From an optimization exercise on the open Yosys and OpenROAD flow, aimed at small area, a short achievable clock period and few clock cycles per item; shortcuts taken in it are not production practice.
Function was checked by simulation only, so behaviour that the tests miss may differ from the original.

==> wip/cedar: inputs <==
// ahb_lite_fir_filter
module ahb_lite_fir_filter(
    input clk,
          n_rst,
    input logic hsel,
    input logic [3:0] haddr,
    input logic hsize,
    input logic [1:0] htrans,
    input logic hwrite,
    input logic [15:0] hwdata,
    output logic [15:0] hrdata,
    output logic hresp
);
Settings: LEC_CHECK=0, ABC_CLOCK_PERIOD_IN_PS=5500, CAP_MARGIN=20, CORE_MARGIN=2, CORE_UTILIZATION=40, CTS_BUF_LIST=sky130_fd_sc_hd__clkbuf_2 sky130_fd_sc_hd__clkbuf_4 sky130_fd_sc_hd__clkbuf_8, CTS_CLUSTER_SIZE=30, SLEW_MARGIN=20; clock period 12.0 ns.
standard.sh (not shown) runs the stock make flow with config.mk's settings and CLKGATE_MAP_FILE= SYNTH_SCRIPT=/design/flow/synth_recipe.tcl, a recipe that flattens the netlist after the stock synthesis.
==> flow/flow/run.sh <==
#!/bin/bash
# The standard layout (its synthesis script, registers unchanged), with:
#  - no ABC pass inside yosys's generic synth before the adders are extracted
#    (SYNTH_ARGS=-noabc), so the hand-built adder trees reach extract_fa as
#    written, without inverters around every full adder; ABC still maps the
#    logic afterwards as usual,
#  - timing repair aimed at a setup slack margin (a shorter achieved period
#    than the 12 ns constraint), and
#  - port buffers of a regular buffer cell.
# The clock and constraints are the standard flow's own.
set -euo pipefail
MARGIN=${MARGIN:-6.5}
bash standard.sh "SYNTH_ARGS=-noabc" "SETUP_SLACK_MARGIN=$MARGIN" \
    "BUFFER_PORTS_ARGS=-buffer_cell sky130_fd_sc_hd__buf_2" finish > standard_flow.log 2>&1
==> inputs of wip/delta, as changes to wip/cedar <==
CORE_UTILIZATION = 70   (was 40)
CTS_BUF_LIST = not set   (was sky130_fd_sc_hd__clkbuf_2 sky130_fd_sc_hd__clkbuf_4 sky130_fd_sc_hd__clkbuf_8)
CTS_CLUSTER_SIZE = not set   (was 30)
==> results.txt <==
* Status: no timing/DRC/antenna violations
* Slew headroom at 0.228
* R2R cell count at 20
* Tap Count at 748
* Worst-path cell chain: buf_8 > buf_12 > nor2_4 > nand2_2 > a21boi_2 > buf_2
The numbers above come from wip/cedar.

==> results.txt <==
* R2R cell count at 18
* Status: no timing/DRC/antenna violations
* Worst-path cell chain: a22oi_1 > xnor2_1 > fa_1 > fa_1 > fa_2 > fa_1 > ha_1 > fa_2 > a211o_1 > o211ai_1 > a21oi_2 > a221o_1 > o22ai_2 > xor2_2 > xnor2_2 > o211ai_2 > a31oi_1 > nor2_1
* Tap Count at about 400
* Slew headroom at 0.260
* Placed Cells incl. Taps at about 2,400
The numbers above come from wip/delta.

Testbench counts of wip/cedar, summed over its fixed seeds: cycles 2,064, samples 512.
Testbench counts of wip/delta, summed over its fixed seeds: cycles 2,064, samples 512.


==> amber <==
ahb_lite_fir_filter, a different RTL version from the one above (not shown whole).
export LEC_CHECK = 0
export ABC_CLOCK_PERIOD_IN_PS = 5500
export CAP_MARGIN = 20
export CORE_MARGIN = 2
export CORE_UTILIZATION = 40
export SLEW_MARGIN = 20
create_clock -name core_clock -period 12.0 [get_ports {clk}]
==> flow/flow/run.sh <==
#!/bin/bash
# The standard layout, with timing repair aimed at a setup slack margin
# (a shorter achieved period than the 12 ns constraint) and port buffers of a
# regular buffer cell. The clock and constraints are the standard flow's own.
set -euo pipefail
MARGIN=${MARGIN:-6.0}
bash standard.sh "SETUP_SLACK_MARGIN=$MARGIN" \
    "BUFFER_PORTS_ARGS=-buffer_cell sky130_fd_sc_hd__buf_2" finish > standard_flow.log 2>&1
==> quartz: changes against amber <==
==> flow/flow/run.sh (replaced) <==
#!/bin/bash
# The standard layout (its synthesis script, registers unchanged), with:
#  - adders mapped by ABC like the rest of the logic (no fixed full/half-adder cells),
#  - timing repair aimed at a setup slack margin (a shorter achieved period than
#    the 12 ns constraint), and
#  - port buffers of a regular buffer cell.
# The clock and constraints are the standard flow's own.
set -euo pipefail
MARGIN=${MARGIN:-6.5}
bash standard.sh "ADDER_MAP_FILE=" "SETUP_SLACK_MARGIN=$MARGIN" \
    "BUFFER_PORTS_ARGS=-buffer_cell sky130_fd_sc_hd__buf_2" finish > standard_flow.log 2>&1
==> onyx: changes against amber <==
--- a/flow/design.v
+++ b/flow/design.v
@@ -30,16 +30,19 @@
     logic          k_t0, k_t2, k_t1, k_t3;  
     logic [15:0]   s1s, s1c;                
     logic          s1k;                     
     localparam int M = (18 - K) / 2;        
     logic [M-1:0]  bo_neg, bo_one, bo_two;  
     logic [15:0]   b2;                      
     logic [17:0]   ap;                      
+    logic          apw;
     logic [17:0]   nb;                      
+    logic [1:0]    nbc;
     logic [16:0]   res;                     
+    logic          resw;
     logic          err;
     logic wr_smp, wr_c0, wr_c1, wr_c2, wr_c3, wr_r14;
     assign wr_smp = wr_pend & (wr_pair == 3'd2);
     assign wr_c0  = wr_pend & (wr_pair == 3'd3);
     assign wr_c1  = wr_pend & (wr_pair == 3'd4);
     assign wr_c2  = wr_pend & (wr_pair == 3'd5);
     assign wr_c3  = wr_pend & (wr_pair == 3'd6);
@@ -475,59 +478,79 @@
     assign m2_w142 = (((bo_one[3] & b2[14]) | (bo_two[3] & b2[13])) & m2_w99) | (m2_w98 & (((bo_one[3] & b2[14]) | (bo_two[3] & b2[13])) ^ m2_w99));
     assign m2_w143 = ~bo_neg[2] ^ ((bo_one[3] & b2[15]) | (bo_two[3] & b2[14])) ^ m2_w100;
     assign m2_w144 = (~bo_neg[2] & ((bo_one[3] & b2[15]) | (bo_two[3] & b2[14]))) | (m2_w100 & (~bo_neg[2] ^ ((bo_one[3] & b2[15]) | (bo_two[3] & b2[14]))));
     assign m2_w145 = 1'b1 ^ ((bo_two[3] & b2[15]));
     assign m2_w146 = 1'b1 & ((bo_two[3] & b2[15]));
     assign m2_r0 = {m2_w145, m2_w142, m2_w141, m2_w138, m2_w136, m2_w134, m2_w132, m2_w130, m2_w128, m2_w126, m2_w124, m2_w122, m2_w120, m2_w118, m2_w116, m2_w114, m2_w112, m2_w110, m2_w108, m2_w106, m2_w104, m2_w102, (((bo_one[0] & b2[0])) ^ bo_neg[0])};
     assign m2_r1 = {m2_w144, m2_w143, m2_w140, m2_w139, m2_w137, m2_w135, m2_w133, m2_w131, m2_w129, m2_w127, m2_w125, m2_w123, m2_w121, m2_w119, m2_w117, m2_w115, m2_w113, m2_w111, m2_w109, m2_w107, m2_w105, m2_w103, m2_w101};
-    logic [L:0]  m2_lo;
-    logic [15:0] s16, c16;
-    logic        c_lo;
-    assign m2_lo = {1'b0, m2_r0[L-1:0]} + {1'b0, m2_r1[L-1:0]} + {{L{1'b0}}, s1k};
-    assign c_lo  = m2_lo[L];
+    logic [L+1:0] m2_lo;
+    logic [15:0]  s16, c16;
+    logic         c_lo;
+    assign m2_lo = {1'b0, m2_r0[L-1:0], 1'b1} + {1'b0, m2_r1[L-1:0], s1k};
+    assign c_lo  = m2_lo[L+1];
     assign s16   = m2_r0[L+15:L];
     assign c16   = m2_r1[L+15:L];
-    logic [16:0] wsum;
+    logic [17:0] wsum;
     logic        w;                         
-    assign wsum  = {1'b0, s16} + {1'b0, c16} + {16'd0, c_lo};
-    assign w     = wsum[16];
-    logic [17:0] nb_x, ap_y, s18, c18, v1, v2, u1, u2;
+    assign wsum  = {1'b0, s16, 1'b1} + {1'b0, c16, c_lo};
+    assign w     = wsum[17];
+    logic [17:0] nb_x, ap_y, ra, rb, x1, y1, x2, y2, v1, v2;
+    logic [18:0] v2c;
     logic        sub;
     assign sub  = k_t1 | k_t3;
-    assign nb_x = k_t2 ? 18'h3FFFF : nb;
-    assign ap_y = k_t2 ? 18'd1 : ap;
-    assign s18  = {2'b00, s16} ^ {18{sub}};
-    assign c18  = {2'b00, c16} ^ {18{sub}};
-    assign v1   = nb_x + s18 + c18 + {17'd0, sub} + {17'd0, c_lo ^ sub};    
-    assign v2   = {2'b00, s16} + {2'b00, c16} + {17'd0, c_lo} + ~ap_y + 18'd1;   
-    assign u1   = {v1[17:16] + (sub ? {1'b0, w} : -{1'b0, w}), v1[15:0]};
-    assign u2   = {v2[17:16] - {1'b0, w}, v2[15:0]};
-    logic err_new;
-    assign err_new = (w ? (v2[17:16] == 2'b10) : (v2[17:16] == 2'b01)) |
-                     (w ? (v1[17:16] == 2'b11) : (v1[17:16] == 2'b10));
+    assign nb_x = k_t2 ? 18'h3FFFF : {nb[17:16] + nbc, nb[15:0]};
+    assign ap_y = k_t2 ? 18'd1 : {ap[17:16] - {1'b0, apw}, ap[15:0]};
+    assign ra   = {2'b00, s16};
+    assign rb   = {2'b00, c16};
+    logic [17:0] a1x, a2x;
+    assign a1x  = nb_x ^ {18{sub}};
+    assign a2x  = ~ap_y;
+    logic [17:0] q1, q2;
+    assign x1   = a1x ^ ra ^ rb;
+    assign q1   = (a1x & ra) | (rb & (a1x ^ ra));
+    assign y1   = {q1[16:0], c_lo};
+    assign x2   = a2x ^ ra ^ rb;
+    assign q2   = (a2x & ra) | (rb & (a2x ^ ra));
+    assign y2   = {q2[16:0], 1'b1};
+    assign v1   = x1 + y1;
+    assign v2c  = {x2, 1'b1} + {y2, c_lo};
+    assign v2   = v2c[18:1];
+    logic err_new, err3, err4;
+    assign err4    = w ? (v1[17] & v1[16]) : (v1[17] & ~v1[16]);
+    assign err3    = w ? (v2[17] & ~v2[16]) : (~v2[17] & v2[16]);
+    assign err_new = err3 | err4;
     logic busy, err_bit;
     assign busy    = wr_pend | samp_pend | r14[0];
     assign err_bit = k_t0 ? err_new : err;
+    logic [16:0] res_c;
     logic [15:0] mag, pdata, rdata;
-    assign mag = res[16] ? (~res[15:0] + 16'd1) : res[15:0];
+    logic        st_hw, st_b1;
+    assign res_c = {res[16] ^ resw, res[15:0]};
+    assign mag   = res_c[16] ? (~res_c[15:0] + 16'd1) : res_c[15:0];
+    assign st_hw = rd_req & (haddr[3:1] == 3'd0) & hsize;
+    assign st_b1 = rd_req & (haddr == 4'd1) & ~hsize;
     always_comb begin
         case (haddr[3:1])
-            3'd0:    pdata = {7'd0, err_bit, 7'd0, busy};
+            3'd0:    pdata = {15'd0, busy};
             3'd1:    pdata = mag;
             3'd2:    pdata = smp;
             3'd3:    pdata = c0;
             3'd4:    pdata = c1;
             3'd5:    pdata = c2;
             3'd6:    pdata = c3;
             default: pdata = {r15, r14};
         endcase
-        if (hsize)
+        if (!rd_req)
+            rdata = 16'd0;
+        else if (hsize)
             rdata = pdata;
         else
             rdata = {8'd0, haddr[0] ? pdata[15:8] : pdata[7:0]};
+        rdata[8] = rdata[8] | (st_hw & err_bit);
+        rdata[0] = rdata[0] | (st_b1 & err_bit);
     end
     always_ff @(posedge clk) begin
         s1s <= m1_r0[15+K:K];
         s1c <= m1_r1[15+K:K];
         s1k <= m1_lo[K];
         bo_neg <= b1_neg;
         bo_one <= b1_one;
@@ -555,19 +578,22 @@
             samp_pend <= 1'b0;
             seq       <= 2'd0;
             k_t0      <= 1'b0;
             k_t2      <= 1'b0;
             k_t1      <= 1'b0;
             k_t3      <= 1'b0;
             ap        <= 18'd1;
+            apw       <= 1'b0;
             nb        <= 18'h3FFFF;
+            nbc       <= 2'd0;
             res       <= 17'd0;
+            resw      <= 1'b0;
             err       <= 1'b0;
         end else begin
-            hrdata  <= rd_req ? rdata : 16'd0;
+            hrdata  <= rdata;
             wr_pend <= wr_req;
             wr_pair <= haddr[3:1];
             if (wr_smp) begin
                 smp <= hwdata;
                 h1  <= smp;
                 h2  <= h1;
             end
@@ -593,17 +619,24 @@
                 samp_pend <= 1'b0;
             seq  <= (s1_hw | s1_sm | do_load) ? 2'd1 : (seq + {1'b0, ~s1_free});
             k_t0 <= s1_hw | s1_sm;
             k_t2 <= (seq == 2'd1);
             k_t1 <= (seq == 2'd2);
             k_t3 <= (seq == 2'd3);
             if (k_t0) begin
-                res <= ~u1[16:0];
-                err <= err_new;
+                res  <= ~v1[16:0];
+                resw <= w;
+                err  <= err_new;
             end else if (do_load) begin
                 err <= 1'b0;
             end
-            if (k_t2 | k_t1 | k_t3) nb <= u1;
-            if (k_t2 | k_t1) ap <= u2;
+            if (k_t2 | k_t1 | k_t3) begin
+                nb  <= sub ? ~v1 : v1;
+                nbc <= sub ? {1'b0, w} : {w, w};
+            end
+            if (k_t2 | k_t1) begin
+                ap  <= v2;
+                apw <= w;
+            end
         end
     end
 endmodule
==> flow/flow/run.sh (replaced) <==
#!/bin/bash
# The standard layout (its synthesis script, registers unchanged), with:
#  - no ABC pass inside yosys's generic synth before the adders are extracted
#    (SYNTH_ARGS=-noabc), so the hand-built adder trees reach extract_fa as
#    written, without inverters around every full adder; ABC still maps the
#    logic afterwards as usual,
#  - timing repair aimed at a setup slack margin (a shorter achieved period
#    than the 12 ns constraint), and
#  - port buffers of a regular buffer cell, and
#  - clock tree synthesis without dummy loads (capacitive cells that only balance
#    the tree).
# The clock and constraints are the standard flow's own.
set -euo pipefail
MARGIN=${MARGIN:-6.5}
bash standard.sh "SYNTH_ARGS=-noabc" "SETUP_SLACK_MARGIN=$MARGIN" \
    "BUFFER_PORTS_ARGS=-buffer_cell sky130_fd_sc_hd__buf_2" \
    "CTS_ARGS=-sink_clustering_enable -repair_clock_nets -dont_use_dummy_load -sink_clustering_size 30 -sink_clustering_max_diameter 100" finish > standard_flow.log 2>&1
==> fjord: changes against amber <==
==> flow/flow/run.sh (replaced) <==
#!/bin/bash
# The standard layout, with timing repair aimed at a setup slack margin
# (a shorter achieved period than the 12 ns constraint) and port buffers of a
# regular buffer cell. The clock and constraints are the standard flow's own.
set -euo pipefail
MARGIN=${MARGIN:-7.0}
bash standard.sh "SETUP_SLACK_MARGIN=$MARGIN" \
    "BUFFER_PORTS_ARGS=-buffer_cell sky130_fd_sc_hd__buf_2" finish > standard_flow.log 2>&1
==> comparison <==
Sequential share of layout area: onyx > amber > fjord > quartz. Between onyx and amber, the lower global-route usage is in amber (gap 0.11 points). The lowest critical path depth belongs to quartz, the highest to amber. Of quartz and amber, quartz has the higher worst hold slack (gap 0.0067 ns).
Testbench counts of amber, summed over its fixed seeds: cycles 2,064, samples 512.
Testbench counts of quartz, summed over its fixed seeds: cycles 2,064, samples 512.
Testbench counts of onyx, summed over its fixed seeds: cycles 2,064, samples 512.
Testbench counts of fjord, summed over its fixed seeds: cycles 2,064, samples 512.

[separate check: timing with driven ports]
No port has a modelled driver above. Below, the same layouts with a new extraction and two added sets of constraints. Step 1: set_driving_cell puts a clkbuf_16 on clk and a buf_2 on each other input, an assumption about the parent block. Step 2 moves the port delays by t, midway between the first and last clock arrival at a register: inputs arrive t later, outputs are due t later. That takes back most of the time a late clock gives input paths. a / b / c = ideal / step 1 / step 2; a / b = the first two.
| run | shift t [ns] | slack for setup (ns) | hold slack, ns | worst slew at a driven data input, ns | pins driven straight from the clock port |
|---|---|---|---|---|---|
| wip/cedar | 0.707 | 6.536 / 6.498 / 5.913 | 0.474 / 0.474 / 0.474 | 0.08 | 1 |
| wip/delta | 0.591 | 6.465 / 6.465 / 6.167 | 0.474 / 0.474 / 0.474 | 0.07 | 1 |
| amber | 0.616 | 6.069 / 6.069 / 5.895 | 0.450 / 0.450 / 0.450 | 0.09 | 1 |
| quartz | 0.615 | 6.291 / 6.258 / 6.077 | 0.457 / 0.457 / 0.457 | 0.08 | 1 |
| onyx | 0.573 | 6.544 / 6.506 / 6.033 | 0.475 / 0.475 / 0.475 | 0.08 | 1 |
| fjord | 0.633 | 6.211 / 6.211 / 6.211 | 0.459 / 0.459 / 0.459 | 0.08 | 1 |
After both steps setup and hold are still met in every run listed. For wip/cedar, which loses most, drivers alone change the setup slack by -0.038 ns; drivers and shift together by -0.623 ns.
